Source: an optimization exercise on an open RTL-to-GDS flow (aim: small area). Production flows keep margins and buffers that such runs may drop. In this exercise RTL edits were held to simulation tests only and were not proved equivalent to the original.

== the baseline ==
==> module choosedisplay, before the edit <==
module choosedisplay (clk,clock,calendar,set_time,set_clock,set_calendar,cal,ala,reset);
input clk,clock,calendar,set_time,set_clock,set_calendar,reset;
output reg cal, ala;    
reg [13:0] x;           
reg flag;
wire done = !x[0] && !x[1] && x[3] && !x[4] && !x[5] && x[6] && x[7] && x[8] && !x[9] && !x[10] && x[11] && x[12] && !x[13];  
always@ (posedge clk,negedge reset)
begin
if (!reset)
begin
flag <= 1'b0;
x <= 14'd0;
cal <= 1'b0;
ala <= 1'b0;
end
else
begin
x <= (flag && !done) ? {x[12:0], ~^{x[0], x[1], x[9], x[13]}} : 14'd0;
if (flag)
begin
if (done) flag <= 1'b0;
end
else if (!calendar) begin cal <= 1'b1; ala <= 1'b0; flag <= 1'b1; end
else if (!clock) begin cal <= 1'b0; ala <= 1'b1; flag <= 1'b1; end
else if (set_time) begin cal <= 1'b0; ala <= 1'b0; end
else if (set_calendar) begin cal <= 1'b1; ala <= 1'b0; end
else if (set_clock) begin cal <= 1'b0; ala <= 1'b1; end
else begin cal <= 1'b0; ala <= 1'b0; end
end
end
endmodule
==> module timebase, before the edit <==
  module timebase (
    input  clk,
    input  reset,
    output ev_sec,      
    output ev_rx,       
    output ev_tx,       
    output ev_q,        
    output ev_x24,      
    output scan,        
    output [10:0] tone, 
    output bs_long,     
    output bs_short     
  );
    reg started;
    reg [1:0] c4;
    reg [1:0] c3a;
  reg [1:0] c3b;
  reg [2:0] c5a;
  reg [2:0] c5b;
  reg [2:0] c7;
  reg [3:0] c13;
  reg [4:0] c17;
  reg [4:0] c23;
  reg [4:0] c31;
  reg [5:0] c37;
  reg [7:0] c229;
  reg [10:0] c1667;
  reg t42, t37, t35, t31, t28, t25, t23, t21, t18, t17, t15, t63, t51;
    wire m3  = (c3a[1]);
    wire m9  = m3 && (c3b[1]);
    wire m5  = (c5a[0] && !c5a[1]);
    wire m25 = m5 && (c5b[0] && !c5b[1]);
    wire m7  = (!c7[0] && !c7[1] && c7[2]);
    wire m17 = (c17[0] && c17[1] && c17[2] && !c17[3]);
    wire m23 = (c23[0] && c23[1] && !c23[2] && !c23[3]);
    wire m31 = (!c31[0] && !c31[1] && !c31[2] && !c31[3] && c31[4]);
    wire m37 = (!c37[1] && !c37[2] && !c37[3] && !c37[4]);
    always @(posedge clk, negedge reset)
      if (!reset) begin
        started <= 1'b0;
        c4 <= 2'd0;
        c3a <= 2'd0;
      c3b <= 2'd0;
      c5a <= 3'd3;
      c5b <= 3'd3;
      c7 <= 3'd0;
      c13 <= 4'd4;
      c17 <= 5'd15;
      c23 <= 5'd6;
      c31 <= 5'd0;
      c37 <= 6'd2;
      c229 <= 8'd197;
      c1667 <= 11'd1784;
      t42 <= 0; t37 <= 0; t35 <= 0; t31 <= 0; t28 <= 0; t25 <= 0; t23 <= 0;
        t21 <= 0; t18 <= 0; t17 <= 0; t15 <= 0; t63 <= 0; t51 <= 0;
      end else begin
        started <= 1'b1;
        c4 <= c4 + 1'b1;
        c3a <= {c3a[0:0], ~^{c3a[0], c3a[1]}};
      if (m3) c3b <= {c3b[0:0], ~^{c3b[0], c3b[1]}};
      c5a <= {c5a[1:0], ~^{c5a[0], c5a[2]} ^ (c5a[0] && !c5a[1])};
      if (m5) c5b <= {c5b[1:0], ~^{c5b[0], c5b[2]} ^ (c5b[0] && !c5b[1])};
      c7 <= {c7[1:0], ~^{c7[0], c7[2]}};
      c13 <= {c13[2:0], ~^{c13[0], c13[3]} ^ (!c13[0] && c13[1] && !c13[2])};
      c17 <= {c17[3:0], ~^{c17[0], c17[4]} ^ (c17[0] && c17[1] && c17[2] && !c17[3])};
      c23 <= {c23[3:0], ~^{c23[1], c23[4]} ^ (c23[0] && c23[1] && !c23[2] && !c23[3])};
      c31 <= {c31[3:0], ~^{c31[1], c31[4]}};
      c37 <= {c37[4:0], ~^{c37[0], c37[5]} ^ (!c37[1] && !c37[2] && !c37[3] && !c37[4])};
      c229 <= {c229[6:0], ~^{c229[0], c229[1], c229[6], c229[7]} ^ (!c229[0] && c229[1] && !c229[2] && !c229[3] && !c229[4] && c229[5] && c229[6])};
      c1667 <= {c1667[9:0], ~^{c1667[1], c1667[10]} ^ (!c1667[0] && !c1667[1] && c1667[2] && c1667[3] && c1667[4] && c1667[5] && c1667[6] && !c1667[7] && c1667[8])};
      t42 <= t42 ^ (c4[0] && m3 && m7);
        t37 <= t37 ^ m37;
        t35 <= t35 ^ (m5 && m7);
        t31 <= t31 ^ m31;
        t28 <= t28 ^ (c4 == 2'd3 && m7);
        t25 <= t25 ^ m25;
        t23 <= t23 ^ m23;
        t21 <= t21 ^ (m3 && m7);
        t18 <= t18 ^ (c4[0] && m9);
        t17 <= t17 ^ m17;
        t15 <= t15 ^ (m3 && m5);
        t63 <= t63 ^ (m9 && m7);
        t51 <= t51 ^ (m3 && m17);
      end
    assign ev_sec = started && (!c3a[0] && !c3a[1]) && (!c1667[0] && !c1667[2] && c1667[3] && c1667[4] && c1667[5] && c1667[6] && c1667[7] && !c1667[8] && c1667[9]);
    assign ev_rx  = started && !c4[0] && (!c13[1] && c13[2] && !c13[3]);
    assign ev_tx  = started && c4 == 2'd0 && (!c13[1] && c13[2] && !c13[3]);
    assign ev_q   = started && c4 == 2'd0 && (!c3a[0] && !c3a[1]) && (!c229[1] && c229[2] && !c229[3] && !c229[4] && !c229[5] && c229[6] && c229[7]);
    assign ev_x24 = m25;
    assign scan = t25;
    assign tone = {t15, t17, t18, t21, t23, t25, t28, t31, t35, t37, t42};
    assign bs_long = t63;
    assign bs_short = t51;
  endmodule
==> flow/config.mk <==
export PLATFORM = sky130hd
export DESIGN_NAME = alarmclock
export DESIGN_NICKNAME = alarmclock
export VERILOG_FILES = /design/flow/design.v
export SDC_FILE = /design/flow/constraint.sdc
export NUM_CORES = 4
export LEC_CHECK = 0
export ABC_AREA = 1
export CAP_MARGIN = 20
export CORE_MARGIN = 2
export CORE_UTILIZATION = 70
export SLEW_MARGIN = 20
==> flow/constraint.sdc <==
create_clock -name core_clock -period 10.0 [get_ports {clk}]
set_input_delay 2.0000 -clock core_clock [delete_from_list [all_inputs] [get_ports {clk}]]
set_output_delay 2.0000 -clock core_clock [all_outputs]
set_load 0.01 [all_outputs]
standard.sh (not shown) runs the stock make flow with config.mk's settings and CLKGATE_MAP_FILE= SYNTH_SCRIPT=/design/flow/synth_recipe.tcl, a recipe that flattens the netlist after the stock synthesis.
==> flow/flow/run.sh <==
#!/bin/bash
# Own flow: the standard layout (standard.sh: all ORFS steps, the platform's power grid and
# tap cells, a buffer on every port), with these changes:
#  - synthesis maps the logic with the area-oriented ABC script flow/abc_area2.script instead of
#    ORFS's abc_area.script, and leaves adders to ABC (no half/full adder cell mapping first).
#    Everything else in synthesis (front end, -nofsm -noshare, flip-flop mapping, flatten,
#    renames) is synth_recipe.tcl's, so the registers are the standard synthesis's;
#  - clock tree synthesis runs without dummy loads and with the clustering in flow/own.mk;
#  - the port buffers are buf_1 cells (flow/own.mk).
# Each tool's output is in own_flow.log and in ORFS's logs under orfs/logs.
set -euo pipefail
W=$(pwd)
F=$W/flow
# copy of ORFS synth.tcl whose abc call uses our script
sed 's|^  log_cmd abc {\*}\$abc_args|  set abc_args [lreplace $abc_args 1 1 $::env(OWN_ABC_SCRIPT)]\n  log_cmd abc {*}$abc_args|' \
  "$FLOW_HOME/scripts/synth.tcl" > "$W/own_synth_core.tcl"
grep -q OWN_ABC_SCRIPT "$W/own_synth_core.tcl"
# synth_recipe.tcl, sourcing that copy
sed "s|^source \$::env(SCRIPTS_DIR)/synth.tcl|source $W/own_synth_core.tcl|" synth_recipe.tcl > "$W/own_synth.tcl"
grep -q own_synth_core.tcl "$W/own_synth.tcl"
# The standard flow's config.mk plus our settings
{ echo "include $W/config.mk"; cat "$F/own.mk"; } > "$W/own_config.mk"
# standard.sh with that synthesis script and config
sed -E -e "s|SYNTH_SCRIPT=[^ ]+|SYNTH_SCRIPT=$W/own_synth.tcl|" -e "s|DESIGN_CONFIG=[^ ]+|DESIGN_CONFIG=$W/own_config.mk|" \
  standard.sh > "$W/own_standard.sh"
grep -q own_synth.tcl "$W/own_standard.sh"
grep -q own_config.mk "$W/own_standard.sh"
export OWN_ABC_SCRIPT=$F/abc_area2.script
bash "$W/own_standard.sh" > "$W/own_flow.log" 2>&1
==> flow/flow/abc_area2.script <==
strash
scorr
dc2
&get -n
&deepsyn -T 60
&put
dch -f
amap -m -F 2 -A 8
topo
==> flow/flow/own.mk <==
# clock tree: no dummy loads, clkbuf_4 buffers, clusters of at most 8 sinks within 35 um
export CTS_ARGS = -sink_clustering_enable -repair_clock_nets -dont_use_dummy_load -buf_list sky130_fd_sc_hd__clkbuf_4 -sink_clustering_size 8 -sink_clustering_max_diameter 35
# one buffer on every input and output port, as standard, but a buf_1
export BUFFER_PORTS_ARGS = -inputs -outputs -buffer_cell sky130_fd_sc_hd__buf_1
# adders are left to ABC instead of being mapped to half/full adder cells first
export ADDER_MAP_FILE =
No stage failed in the baseline, and the final checks on the layout all came back clean.
Setup changes, the baseline to the candidate
==> flow/design.v, changed modules only <==
module choosedisplay (clk,clock,calendar,set_time,set_clock,set_calendar,cal,ala,reset);
input clk,clock,calendar,set_time,set_clock,set_calendar,reset;
output reg cal, ala;    
reg [13:0] x;
wire busy = |x;
wire done = x[0] && !x[1] && !x[2] && x[4] && !x[5] && !x[6] && x[7] && x[8] && x[9] && !x[10] && !x[11] && x[12] && x[13];
wire trig = !calendar || !clock;
always@ (posedge clk,negedge reset)
begin
if (!reset)
begin
x <= 14'd0;
cal <= 1'b0;
ala <= 1'b0;
end
else
begin
x <= ((busy || trig) && !done) ? {x[12:0], ~^{x[0], x[1], x[9], x[13]}} : 14'd0;
if (!busy)
begin
if (!calendar) begin cal <= 1'b1; ala <= 1'b0; end
else if (!clock) begin cal <= 1'b0; ala <= 1'b1; end
else if (set_time) begin cal <= 1'b0; ala <= 1'b0; end
else if (set_calendar) begin cal <= 1'b1; ala <= 1'b0; end
else if (set_clock) begin cal <= 1'b0; ala <= 1'b1; end
else begin cal <= 1'b0; ala <= 1'b0; end
end
end
end
endmodule
  module timebase (
    input  clk,
    input  reset,
    output ev_sec,      
    output ev_rx,       
    output ev_tx,       
    output ev_q,        
    output ev_x24,      
    output scan,        
    output [10:0] tone, 
    output bs_long,     
    output bs_short     
  );
    reg started;
    reg [1:0] c4;
    reg [1:0] c3a;
  reg [1:0] c3b;
  reg [2:0] c5a;
  reg [2:0] c5b;
  reg [2:0] c7;
  reg [3:0] c13;
  reg [4:0] c17;
  reg [4:0] c23;
  reg [4:0] c31;
  reg [5:0] c37;
  reg [7:0] c229;
  reg [10:0] c1667;
  reg t42, t37, t35, t31, t28, t25, t23, t21, t18, t17, t15, t63, t51;
    wire m3  = (c3a[1]);
    wire m9  = m3 && (c3b[1]);
    wire m5  = (!c5a[0] && c5a[1]);
    wire m25 = m5 && (!c5b[0] && c5b[1]);
    wire m7  = (!c7[0] && !c7[1] && c7[2]);
    wire m17 = (c17[0] && c17[1] && c17[2]);
    wire m23 = (c23[0] && c23[1] && !c23[2] && !c23[3]);
    wire m31 = (!c31[0] && !c31[1] && !c31[2] && !c31[3] && c31[4]);
    wire m37 = (!c37[1] && !c37[2] && !c37[3] && !c37[4]);
    always @(posedge clk, negedge reset)
      if (!reset) begin
        started <= 1'b0;
        c4 <= 2'd0;
        c3a <= 2'd0;
      c3b <= 2'd0;
      c5a <= 3'd4;
      c5b <= 3'd4;
      c7 <= 3'd0;
      c13 <= 4'd4;
      c17 <= 5'd14;
      c23 <= 5'd6;
      c31 <= 5'd0;
      c37 <= 6'd2;
      c229 <= 8'd190;
      c1667 <= 11'd1784;
      t42 <= 0; t37 <= 0; t35 <= 0; t31 <= 0; t28 <= 0; t25 <= 0; t23 <= 0;
        t21 <= 0; t18 <= 0; t17 <= 0; t15 <= 0; t63 <= 0; t51 <= 0;
      end else begin
        started <= 1'b1;
        c4 <= c4 + 1'b1;
        c3a <= {c3a[0:0], ~^{c3a[0], c3a[1]}};
      if (m3) c3b <= {c3b[0:0], ~^{c3b[0], c3b[1]}};
      c5a <= {c5a[1:0], ~^{c5a[1], c5a[2]} ^ (!c5a[0] && c5a[1])};
      if (m5) c5b <= {c5b[1:0], ~^{c5b[1], c5b[2]} ^ (!c5b[0] && c5b[1])};
      c7 <= {c7[1:0], ~^{c7[0], c7[2]}};
      c13 <= {c13[2:0], ~^{c13[0], c13[3]} ^ (!c13[0] && c13[1] && !c13[2])};
      c17 <= {c17[3:0], ~^{c17[1], c17[4]} ^ (c17[0] && c17[1] && c17[2])};
      c23 <= {c23[3:0], ~^{c23[1], c23[4]} ^ (c23[0] && c23[1] && !c23[2] && !c23[3])};
      c31 <= {c31[3:0], ~^{c31[1], c31[4]}};
      c37 <= {c37[4:0], ~^{c37[0], c37[5]} ^ (!c37[1] && !c37[2] && !c37[3] && !c37[4])};
      c229 <= {c229[6:0], ~^{c229[0], c229[2], c229[4], c229[7]} ^ (c229[0] && c229[1] && c229[2] && c229[3] && c229[4] && c229[6])};
      c1667 <= {c1667[9:0], ~^{c1667[1], c1667[10]} ^ (!c1667[0] && !c1667[1] && c1667[2] && c1667[3] && c1667[4] && c1667[5] && c1667[6] && !c1667[7] && c1667[8])};
      t42 <= t42 ^ (c4[0] && m3 && m7);
        t37 <= t37 ^ m37;
        t35 <= t35 ^ (m5 && m7);
        t31 <= t31 ^ m31;
        t28 <= t28 ^ (c4 == 2'd3 && m7);
        t25 <= t25 ^ m25;
        t23 <= t23 ^ m23;
        t21 <= t21 ^ (m3 && m7);
        t18 <= t18 ^ (c4[0] && m9);
        t17 <= t17 ^ m17;
        t15 <= t15 ^ (m3 && m5);
        t63 <= t63 ^ (m9 && m7);
        t51 <= t51 ^ (m3 && m17);
      end
    assign ev_sec = started && (!c3a[0] && !c3a[1]) && (!c1667[0] && !c1667[2] && c1667[3] && c1667[4] && c1667[5] && c1667[6] && c1667[7] && !c1667[8] && c1667[9]);
    assign ev_rx  = started && !c4[0] && (!c13[1] && c13[2] && !c13[3]);
    assign ev_tx  = started && c4 == 2'd0 && (!c13[1] && c13[2] && !c13[3]);
    assign ev_q   = started && c4 == 2'd0 && (!c3a[0] && !c3a[1]) && (c229[1] && c229[2] && c229[3] && c229[4] && c229[5] && c229[7]);
    assign ev_x24 = m25;
    assign scan = t25;
    assign tone = {t15, t17, t18, t21, t23, t25, t28, t31, t35, t37, t42};
    assign bs_long = t63;
    assign bs_short = t51;
  endmodule
==> run notes <==
- Vertical die dimension: the baseline vs the candidate — no meaningful difference
- Re floorplan die area: the candidate and the baseline aren't equal, and the higher value belongs to the baseline.
- Non-clock buffer count: the candidate > the baseline
- Number of failing hold endpoints at the final stage: the baseline vs the candidate identical
- Relative to the baseline, register-to-register path setup slack has gone up in the candidate.
- The candidate: global routing met2 resource utilization higher than the baseline

what the ideal ports hide:
Ports are ideal in the flow. The routed layouts listed here were re-timed in OpenROAD. Step 1 assumes that a clkbuf_16 drives the clock port and a buf_2 every other input. Step 2 moves the port delays by t, midway between the first and last clock arrival at a register: inputs arrive t later, outputs are due t later. That takes back most of the time a late clock gives input paths. a / b / c = no drivers / after step 1 / after step 2; a / b = the first two.
| run | t (ns) | setup WS [ns] | worst setup path at the end | clock arrival spread, ns | cell pins on the clock port's net |
|---|---|---|---|---|---|
| the baseline | 0.683 | 4.460 / 4.460 / 4.460 | register to register | 0.053 / 0.053 | 1 |
| the candidate | 0.695 | 4.676 / 4.676 / 4.676 | register to register | 0.105 / 0.105 | 1 |
After both steps every run listed still meets setup and hold.
